Context: an optimization exercise on an open-source flow, tuned for small area and a short achievable clock period. The choices shown serve that exercise and are no tape-out recipe.
The RTL was checked by simulation tests, not by an equivalence proof against the original design.
No activity file was given, so power comes from the tool's default toggle rates.

== run A ==
## ARMcpu64
module ARMcpu64(ibus, clk, reset, daddrbus, databus_in, databus_out, dwrite, iaddrbus);
For scale: about 8900 cells after synthesis, ~290 I/O pins, ~120000 µm² of cells after synthesis.
clock: 11.0 ns
lec_check: 0
cap_margin: 20
core_margin: 2
core_utilization: 50
cts_buf_list: sky130_fd_sc_hd__clkbuf_8
place_density: 0.6
slew_margin: 20
standard.sh (not shown) runs the stock make flow with config.mk's settings and CLKGATE_MAP_FILE= SYNTH_SCRIPT=/design/flow/synth_recipe.tcl, a recipe that flattens the netlist after the stock synthesis.
==> flow/flow/run.sh <==
#!/bin/bash
set -euo pipefail
export SETUP_SLACK_MARGIN=7.3
export BUFFER_PORTS_ARGS="-buffer_cell sky130_fd_sc_hd__buf_2"
bash standard.sh > standard_flow.log 2>&1
diff inputs: run A => run D
diff --git a/flow/design.v b/flow/design.v
--- a/flow/design.v
+++ b/flow/design.v
@@ -13,32 +13,39 @@
                        (ibus[31:24] == 8'b01010111) | (ibus[31:24] == 8'b01011000) |
                        (ibus[31:21] == 11'b11111000000);
     wire [25:0] if_off = (ibus[31:26] == 6'b000101) ? ibus[25:0] : {{7{ibus[23]}}, ibus[23:5]};
     wire [4:0] if_rn = ibus[9:5];
     wire [30:0] if_sa, if_sb;
     genvar gi;
     generate
         for (gi = 0; gi < 31; gi = gi + 1) begin : g_sel
             assign if_sa[gi] = (if_rn == gi);
             assign if_sb[gi] = if_cb_or_st ? (ibus[4:0] == gi) : (ibus[20:16] == gi);
         end
     endgenerate
+    reg         mem_ld, mem_st, mem_we;    
+    reg [4:0]   mem_rd;
+    wire if_bypz = mem_we & mem_ld &
+                   (if_cb_or_st ? ((mem_rd == ibus[4:0]) & ~&ibus[4:0])
+                                : ((mem_rd == ibus[20:16]) & ~&ibus[20:16]));
     reg [31:0] ir;
     reg [30:0] sa, sb;
+    reg        bypz;
     reg [63:2] id_pc;
     reg [25:0] id_off;
     always @(posedge clk) begin
         ir     <= ibus;
         sa     <= if_sa;
         sb     <= if_sb;
+        bypz   <= if_bypz;
         id_pc  <= pc;
         id_off <= if_off;
     end
     wire [10:0] op11 = ir[31:21];
     wire [9:0]  op10 = ir[31:22];
     wire [7:0]  op8  = ir[31:24];
     wire [5:0]  op6  = ir[31:26];
     wire [8:0]  op9  = ir[31:23];
     wire i_add   = op11 == 11'b10001011000;
     wire i_adds  = op11 == 11'b10101011000;
     wire i_sub   = op11 == 11'b11001011000;
     wire i_subs  = op11 == 11'b11101011000;
@@ -71,54 +78,63 @@
     wire d_mem    = i_ldur | i_stur;
     wire d_sub    = i_sub | i_subs | i_subi | i_subis;
     wire d_flags  = i_adds | i_subs | i_ands | i_addis | i_subis | i_andis;
     wire d_fand   = i_ands | i_andis;
     wire d_sel_and = i_and | i_ands | i_andi | i_andis;
     wire d_sel_or  = i_orr | i_orri | i_movz;
     wire d_sel_xor = i_eor | i_eori;
     wire d_sel_shl = i_lsl;
     wire d_sel_shr = i_lsr;
     wire d_sel_add = ~(d_sel_and | d_sel_or | d_sel_xor | d_sel_shl | d_sel_shr);
     wire [4:0] rn = ir[9:5];
     wire [4:0] rd = ir[4:0];
-    reg         mem_ld, mem_st, mem_we;    
-    reg [4:0]   mem_rd;
     reg [63:0]  mem_res;
     wire [63:0] wbd = mem_ld ? databus_in : mem_res;
-    wire        wbnz = |wbd;
+    wire        resnz = |mem_res;
+    reg         wb_ldwe, wb_ldnz;
+    reg [4:0]   wb_rd;
+    always @(posedge clk) begin
+        wb_ldwe <= mem_we & mem_ld;
+        wb_ldnz <= |databus_in;
+        wb_rd   <= mem_rd;
+    end
     reg [31*64-1:0] rf;      
     reg [30:0] rnz;          
     integer k;
     always @(posedge clk) begin
         for (k = 0; k < 31; k = k + 1)
-            if (mem_we && mem_rd == k) begin
+        begin
+            if (mem_we && mem_rd == k)
                 rf[64*k +: 64] <= wbd;
-                rnz[k] <= wbnz;
-            end
+            if (mem_we && !mem_ld && mem_rd == k)
+                rnz[k] <= resnz;
+            else if (wb_ldwe && wb_rd == k)
+                rnz[k] <= wb_ldnz;
+        end
     end
     reg [63:0] rfa, rfb;
     reg        rfbnz;
     always @(*) begin
         rfa   = 64'b0;
         rfb   = 64'b0;
         rfbnz = 1'b0;
         for (k = 0; k < 31; k = k + 1) begin
             rfa   = rfa   | ({64{sa[k]}} & rf[64*k +: 64]);
             rfb   = rfb   | ({64{sb[k]}} & rf[64*k +: 64]);
             rfbnz = rfbnz | (sb[k] & rnz[k]);
         end
     end
     wire [63:0] ra = rfa;
     wire [63:0] rb = rfb;
-    wire        rbz = ~rfbnz;
+    wire        rbz = bypz ? ~wb_ldnz : ~rfbnz;
     wire [63:0] movval = {ir[22:21] == 2'd3 ? ir[20:5] : 16'b0,
                           ir[22:21] == 2'd2 ? ir[20:5] : 16'b0,
                           ir[22:21] == 2'd1 ? ir[20:5] : 16'b0,
                           ir[22:21] == 2'd0 ? ir[20:5] : 16'b0};
     wire [63:0] immval = d_mem ? {{55{ir[20]}}, ir[20:12]} : {52'b0, ir[21:10]};
     reg [63:0] ra_rev;
     always @(*) for (k = 0; k < 64; k = k + 1) ra_rev[k] = ra[63-k];
     wire [63:0] opa = i_movz ? movval : (i_lsr ? ra_rev : ra);
     wire [63:0] opb0 = i_movz ? 64'b0 : ((d_immI | d_mem) ? immval : rb);
     wire [63:0] opb = d_sub ? ~opb0 : opb0;
     reg [63:0] ex_a, ex_b;
     reg [63:0] ex_sd;
==> notes.md <==
Going from run A to run D, area occupied by registers has increased; share of synthesized area occupied by flip-flops and latches down 0.73 points; worst hold margin went up.
From run A to run D the numbers moved as follows: routing usage on met1 has decreased; upper clock frequency limit fell by 0.0034 GHz.
Relative to run A, the final cell area reported for run D is higher.
Compared to run A, run D has cell area power density 14 nW/µm² lower.
Going from run A to run D, area of the multi-input gates grew by a few percent.
[compare] base=run A new=run D: area enclosed by the die boundary rose by 3200 µm², power fell by about 4.4%, basic-gate share of the synthesized area counting and, or, nand and nor cells rose by 0.34 points, CTS sink count rose by 8.

========
The RTL this note starts from:
==> flow/design.v <==
`timescale 1ns / 1ps
module ARMcpu64(ibus, clk, reset, daddrbus, databus_in, databus_out, dwrite, iaddrbus);
    input [31:0] ibus;
    input clk, reset;
    output [63:0] daddrbus, iaddrbus;
    input [63:0] databus_in;
    output [63:0] databus_out;
    output dwrite;
    reg [63:2] pc;
    assign iaddrbus = {pc, 2'b00};
    wire if_cb_or_st = (ibus[31:24] == 8'b10110100) | (ibus[31:24] == 8'b10110101) |
                       (ibus[31:24] == 8'b01010101) | (ibus[31:24] == 8'b01010110) |
                       (ibus[31:24] == 8'b01010111) | (ibus[31:24] == 8'b01011000) |
                       (ibus[31:21] == 11'b11111000000);
    wire [25:0] if_off = (ibus[31:26] == 6'b000101) ? ibus[25:0] : {{7{ibus[23]}}, ibus[23:5]};
    wire [4:0] if_rn = ibus[9:5];
    wire [30:0] if_sa, if_sb;
    genvar gi;
    generate
        for (gi = 0; gi < 31; gi = gi + 1) begin : g_sel
            assign if_sa[gi] = (if_rn == gi);
            assign if_sb[gi] = if_cb_or_st ? (ibus[4:0] == gi) : (ibus[20:16] == gi);
        end
    endgenerate
    reg [31:0] ir;
    reg [30:0] sa, sb;
    reg [63:2] id_pc;
    reg [25:0] id_off;
    always @(posedge clk) begin
        ir     <= ibus;
        sa     <= if_sa;
        sb     <= if_sb;
        id_pc  <= pc;
        id_off <= if_off;
    end
    wire [10:0] op11 = ir[31:21];
    wire [9:0]  op10 = ir[31:22];
    wire [7:0]  op8  = ir[31:24];
    wire [5:0]  op6  = ir[31:26];
    wire [8:0]  op9  = ir[31:23];
    wire i_add   = op11 == 11'b10001011000;
    wire i_adds  = op11 == 11'b10101011000;
    wire i_sub   = op11 == 11'b11001011000;
    wire i_subs  = op11 == 11'b11101011000;
    wire i_and   = op11 == 11'b10001010000;
    wire i_ands  = op11 == 11'b11101010000;
    wire i_orr   = op11 == 11'b10101010000;
    wire i_eor   = op11 == 11'b11001010000;
    wire i_lsl   = op11 == 11'b11010011011;
    wire i_lsr   = op11 == 11'b11010011010;
    wire i_ldur  = op11 == 11'b11111000010;
    wire i_stur  = op11 == 11'b11111000000;
    wire i_addi  = op10 == 10'b1001000100;
    wire i_addis = op10 == 10'b1011000100;
    wire i_subi  = op10 == 10'b1101000100;
    wire i_subis = op10 == 10'b1111000100;
    wire i_andi  = op10 == 10'b1001001000;
    wire i_andis = op10 == 10'b1111001000;
    wire i_orri  = op10 == 10'b1011001000;
    wire i_eori  = op10 == 10'b1101001000;
    wire i_movz  = op9  == 9'b110100101;
    wire i_b     = op6  == 6'b000101;
    wire i_cbz   = op8  == 8'b10110100;
    wire i_cbnz  = op8  == 8'b10110101;
    wire i_beq   = op8  == 8'b01010101;
    wire i_bne   = op8  == 8'b01010110;
    wire i_blt   = op8  == 8'b01010111;
    wire i_bge   = op8  == 8'b01011000;
    wire d_branch = i_b | i_cbz | i_cbnz | i_beq | i_bne | i_blt | i_bge;
    wire d_immI   = i_addi | i_addis | i_subi | i_subis | i_andi | i_andis | i_orri | i_eori;
    wire d_mem    = i_ldur | i_stur;
    wire d_sub    = i_sub | i_subs | i_subi | i_subis;
    wire d_flags  = i_adds | i_subs | i_ands | i_addis | i_subis | i_andis;
    wire d_fand   = i_ands | i_andis;
    wire d_sel_and = i_and | i_ands | i_andi | i_andis;
    wire d_sel_or  = i_orr | i_orri | i_movz;
    wire d_sel_xor = i_eor | i_eori;
    wire d_sel_shl = i_lsl;
    wire d_sel_shr = i_lsr;
    wire d_sel_add = ~(d_sel_and | d_sel_or | d_sel_xor | d_sel_shl | d_sel_shr);
    wire [4:0] rn = ir[9:5];
    wire [4:0] rd = ir[4:0];
    reg         mem_ld, mem_st, mem_we;    
    reg [4:0]   mem_rd;
    reg [63:0]  mem_res;
    wire [63:0] wbd = mem_ld ? databus_in : mem_res;
    wire        wbnz = |wbd;
    reg [31*64-1:0] rf;      
    reg [30:0] rnz;          
    integer k;
    always @(posedge clk) begin
        for (k = 0; k < 31; k = k + 1)
            if (mem_we && mem_rd == k) begin
                rf[64*k +: 64] <= wbd;
                rnz[k] <= wbnz;
            end
    end
    reg [63:0] rfa, rfb;
    reg        rfbnz;
    always @(*) begin
        rfa   = 64'b0;
        rfb   = 64'b0;
        rfbnz = 1'b0;
        for (k = 0; k < 31; k = k + 1) begin
            rfa   = rfa   | ({64{sa[k]}} & rf[64*k +: 64]);
            rfb   = rfb   | ({64{sb[k]}} & rf[64*k +: 64]);
            rfbnz = rfbnz | (sb[k] & rnz[k]);
        end
    end
    wire [63:0] ra = rfa;
    wire [63:0] rb = rfb;
    wire        rbz = ~rfbnz;
    wire [63:0] movval = {ir[22:21] == 2'd3 ? ir[20:5] : 16'b0,
                          ir[22:21] == 2'd2 ? ir[20:5] : 16'b0,
                          ir[22:21] == 2'd1 ? ir[20:5] : 16'b0,
                          ir[22:21] == 2'd0 ? ir[20:5] : 16'b0};
    wire [63:0] immval = d_mem ? {{55{ir[20]}}, ir[20:12]} : {52'b0, ir[21:10]};
    reg [63:0] ra_rev;
    always @(*) for (k = 0; k < 64; k = k + 1) ra_rev[k] = ra[63-k];
    wire [63:0] opa = i_movz ? movval : (i_lsr ? ra_rev : ra);
    wire [63:0] opb0 = i_movz ? 64'b0 : ((d_immI | d_mem) ? immval : rb);
    wire [63:0] opb = d_sub ? ~opb0 : opb0;
    reg [63:0] ex_a, ex_b;
    reg [63:0] ex_sd;
    reg        ex_cin, ex_f, ex_fand;
    reg        ex_sadd, ex_sand, ex_sor, ex_sxor, ex_sshl, ex_sshr;
    reg [5:0]  ex_sh;
    reg        ex_ld, ex_st, ex_we;
    reg [4:0]  ex_rd;
    always @(posedge clk) begin
        ex_a    <= opa;
        ex_b    <= opb;
        ex_sd   <= rb;
        ex_cin  <= d_sub;
        ex_f    <= d_flags;
        ex_fand <= d_fand;
        ex_sadd <= d_sel_add;
        ex_sand <= d_sel_and;
        ex_sor  <= d_sel_or;
        ex_sxor <= d_sel_xor;
        ex_sshl <= d_sel_shl;
        ex_sshr <= d_sel_shr;
        ex_sh   <= ir[15:10];
        ex_ld   <= i_ldur;
        ex_st   <= i_stur;
        ex_we   <= ~(i_stur | d_branch) & (rd != 5'd31);
        ex_rd   <= rd;
    end
    wire [63:0] p = ex_a ^ ex_b;
    wire [63:0] g = ex_a & ex_b;
    wire [64:0] c;
    ks64 carry(.g(g), .p(p), .cin(ex_cin), .c(c));
    wire [63:0] sum = p ^ c[63:0];
    wire [63:0] shl = ex_a << ex_sh;
    reg  [63:0] shl_rev;
    always @(*) for (k = 0; k < 64; k = k + 1) shl_rev[k] = shl[63-k];
    wire [63:0] res = ({64{ex_sadd}} & sum) |
                      ({64{ex_sand}} & g) |
                      ({64{ex_sor}}  & (p | g)) |
                      ({64{ex_sxor}} & p) |
                      ({64{ex_sshl}} & shl) |
                      ({64{ex_sshr}} & shl_rev);
    wire [63:0] kk = {ex_a[62:0] | ex_b[62:0], ex_cin};
    wire zadd = &(~(p ^ kk));
    wire zand = ~|g;
    wire fz  = ex_f & (ex_fand ? zand : zadd);
    wire x_lt = ex_fand ? (g[63] ^ c[63]) : p[63];        
    wire t_oth = i_b | (i_cbz & rbz) | (i_cbnz & ~rbz) | (i_beq & fz) | (i_bne & ~fz);
    wire flt1 = ex_f & ~x_lt;
    wire flt0 = ex_f & x_lt;
    wire taken1 = t_oth | (i_blt & flt1) | (i_bge & ~flt1);
    wire taken0 = t_oth | (i_blt & flt0) | (i_bge & ~flt0);
    wire [61:0] boff = {{36{id_off[25]}}, id_off};
    wire [63:2] target = id_pc + boff;
    wire [63:2] pc4 = pc + 62'd1;
    wire [63:2] npc1 = taken1 ? target : pc4;
    wire [63:2] npc0 = taken0 ? target : pc4;
    always @(posedge clk) begin
        if (reset)
            pc <= 62'b0;
        else
            pc <= c[64] ? npc1 : npc0;
    end
    reg [63:0] mem_sd;
    always @(posedge clk) begin
        mem_res <= res;
        mem_sd  <= ex_sd;
        mem_ld  <= ex_ld;
        mem_st  <= ex_st;
        mem_we  <= ex_we;
        mem_rd  <= ex_rd;
    end
    assign daddrbus    = mem_res;
    assign databus_out = mem_sd;
    assign dwrite      = mem_st;
endmodule
module ks64(g, p, cin, c);
    input  [63:0] g, p;
    input         cin;
    output [64:0] c;
    wire [63:0] gg [0:6];
    wire [63:0] pp [0:6];
    assign gg[0] = g;
    assign pp[0] = p;
    genvar l, i;
    generate
        for (l = 0; l < 6; l = l + 1) begin : lvl
            for (i = 0; i < 64; i = i + 1) begin : bt
                if (i >= (1 << l)) begin : comb
                    assign gg[l+1][i] = gg[l][i] | (pp[l][i] & gg[l][i - (1 << l)]);
                    assign pp[l+1][i] = pp[l][i] & pp[l][i - (1 << l)];
                end else begin : pass
                    assign gg[l+1][i] = gg[l][i];
                    assign pp[l+1][i] = pp[l][i];
                end
            end
        end
    endgenerate
    assign c = {gg[6] | (pp[6] & {64{cin}}), cin};
endmodule
clock: 11.0 ns
lec_check: 0
cap_margin: 20
core_margin: 2
core_utilization: 50
cts_buf_list: sky130_fd_sc_hd__clkbuf_8
cts_cluster_size: 25
place_density: 0.6
slew_margin: 20
tns_end_percent: 40
Scripts as last shown in full above: flow/flow/run.sh
Change:
--- a/flow/design.v
+++ b/flow/design.v
@@ -20,18 +20,25 @@
         for (gi = 0; gi < 31; gi = gi + 1) begin : g_sel
             assign if_sa[gi] = (if_rn == gi);
             assign if_sb[gi] = if_cb_or_st ? (ibus[4:0] == gi) : (ibus[20:16] == gi);
         end
     endgenerate
+    reg         mem_ld, mem_st, mem_we;    
+    reg [4:0]   mem_rd;
+    wire if_bypz = mem_we & mem_ld &
+                   (if_cb_or_st ? ((mem_rd == ibus[4:0]) & ~&ibus[4:0])
+                                : ((mem_rd == ibus[20:16]) & ~&ibus[20:16]));
     reg [31:0] ir;
     reg [30:0] sa, sb;
+    reg        bypz;
     reg [63:2] id_pc;
     reg [25:0] id_off;
     always @(posedge clk) begin
         ir     <= ibus;
         sa     <= if_sa;
         sb     <= if_sb;
+        bypz   <= if_bypz;
         id_pc  <= pc;
         id_off <= if_off;
     end
     wire [10:0] op11 = ir[31:21];
     wire [9:0]  op10 = ir[31:22];
@@ -78,24 +85,33 @@
     wire d_sel_shl = i_lsl;
     wire d_sel_shr = i_lsr;
     wire d_sel_add = ~(d_sel_and | d_sel_or | d_sel_xor | d_sel_shl | d_sel_shr);
     wire [4:0] rn = ir[9:5];
     wire [4:0] rd = ir[4:0];
-    reg         mem_ld, mem_st, mem_we;    
-    reg [4:0]   mem_rd;
     reg [63:0]  mem_res;
     wire [63:0] wbd = mem_ld ? databus_in : mem_res;
-    wire        wbnz = |wbd;
+    wire        resnz = |mem_res;
+    reg         wb_ldwe, wb_ldnz;
+    reg [4:0]   wb_rd;
+    always @(posedge clk) begin
+        wb_ldwe <= mem_we & mem_ld;
+        wb_ldnz <= |databus_in;
+        wb_rd   <= mem_rd;
+    end
     reg [31*64-1:0] rf;      
     reg [30:0] rnz;          
     integer k;
     always @(posedge clk) begin
         for (k = 0; k < 31; k = k + 1)
-            if (mem_we && mem_rd == k) begin
+        begin
+            if (mem_we && mem_rd == k)
                 rf[64*k +: 64] <= wbd;
-                rnz[k] <= wbnz;
-            end
+            if (mem_we && !mem_ld && mem_rd == k)
+                rnz[k] <= resnz;
+            else if (wb_ldwe && wb_rd == k)
+                rnz[k] <= wb_ldnz;
+        end
     end
     reg [63:0] rfa, rfb;
     reg        rfbnz;
     always @(*) begin
         rfa   = 64'b0;
@@ -107,11 +123,11 @@
             rfbnz = rfbnz | (sb[k] & rnz[k]);
         end
     end
     wire [63:0] ra = rfa;
     wire [63:0] rb = rfb;
-    wire        rbz = ~rfbnz;
+    wire        rbz = bypz ? ~wb_ldnz : ~rfbnz;
     wire [63:0] movval = {ir[22:21] == 2'd3 ? ir[20:5] : 16'b0,
                           ir[22:21] == 2'd2 ? ir[20:5] : 16'b0,
                           ir[22:21] == 2'd1 ? ir[20:5] : 16'b0,
                           ir[22:21] == 2'd0 ? ir[20:5] : 16'b0};
     wire [63:0] immval = d_mem ? {{55{ir[20]}}, ir[20:12]} : {52'b0, ir[21:10]};
After rerunning: The new run completed with no timing, DRC or antenna violations; clock power stays flat; die area went up by about 1.4%; core utilization stays flat; area after synthesis went up by 1.4%; routed wire length went up by 5.2%; global-route usage went up by 2.2 points; clock-buffer cell count went down by 12; final cell count went up by about 2.3%; cell area went up by about 1.3%; maximum frequency went down by 2.6%; register-to-register slack degrades by 0.11 ns; worst setup slack degrades by 0.11 ns; sequential power is about the same; via count went up by about 2.6%.

[separate check: timing with driven ports]
How much do the figures lean on ideal ports? The routed layouts below were timed once more, with nothing changed but the port constraints.
Step 1 assumes that a clkbuf_16 drives the clock port and a buf_2 every other input.
Step 2 adds t to the input delays and takes it off the output delays; t is the mean of the earliest and latest rising clock arrival at the registers after step 1. Input paths then give back, and output paths get back, about the clock's delay inside the block.
a / b / c = ideal / step 1 / step 2; a / b = the first two.
run	shift t [ns]	setup WS [ns]	hold WS [ns]	worst register clock-pin slew, ns	cell pins on the clock port's net
run A	1.230	6.901 / 6.901 / 6.132	0.286 / 0.286 / 0.286	0.08 / 0.08	1
run D	1.204	6.842 / 6.842 / 6.388	0.297 / 0.297 / 0.297	0.08 / 0.08	1
the first run of note 2	1.260	6.931 / 6.931 / 5.941	0.315 / 0.315 / 0.315	0.07 / 0.07	1
the second run of note 2	1.227	6.823 / 6.823 / 6.227	0.311 / 0.311 / 0.311	0.08 / 0.08	1
After both steps setup and hold are still met in every run listed. For the first run of note 2, which loses most, drivers alone change the setup slack by 0.000 ns; drivers and shift together by -0.990 ns.
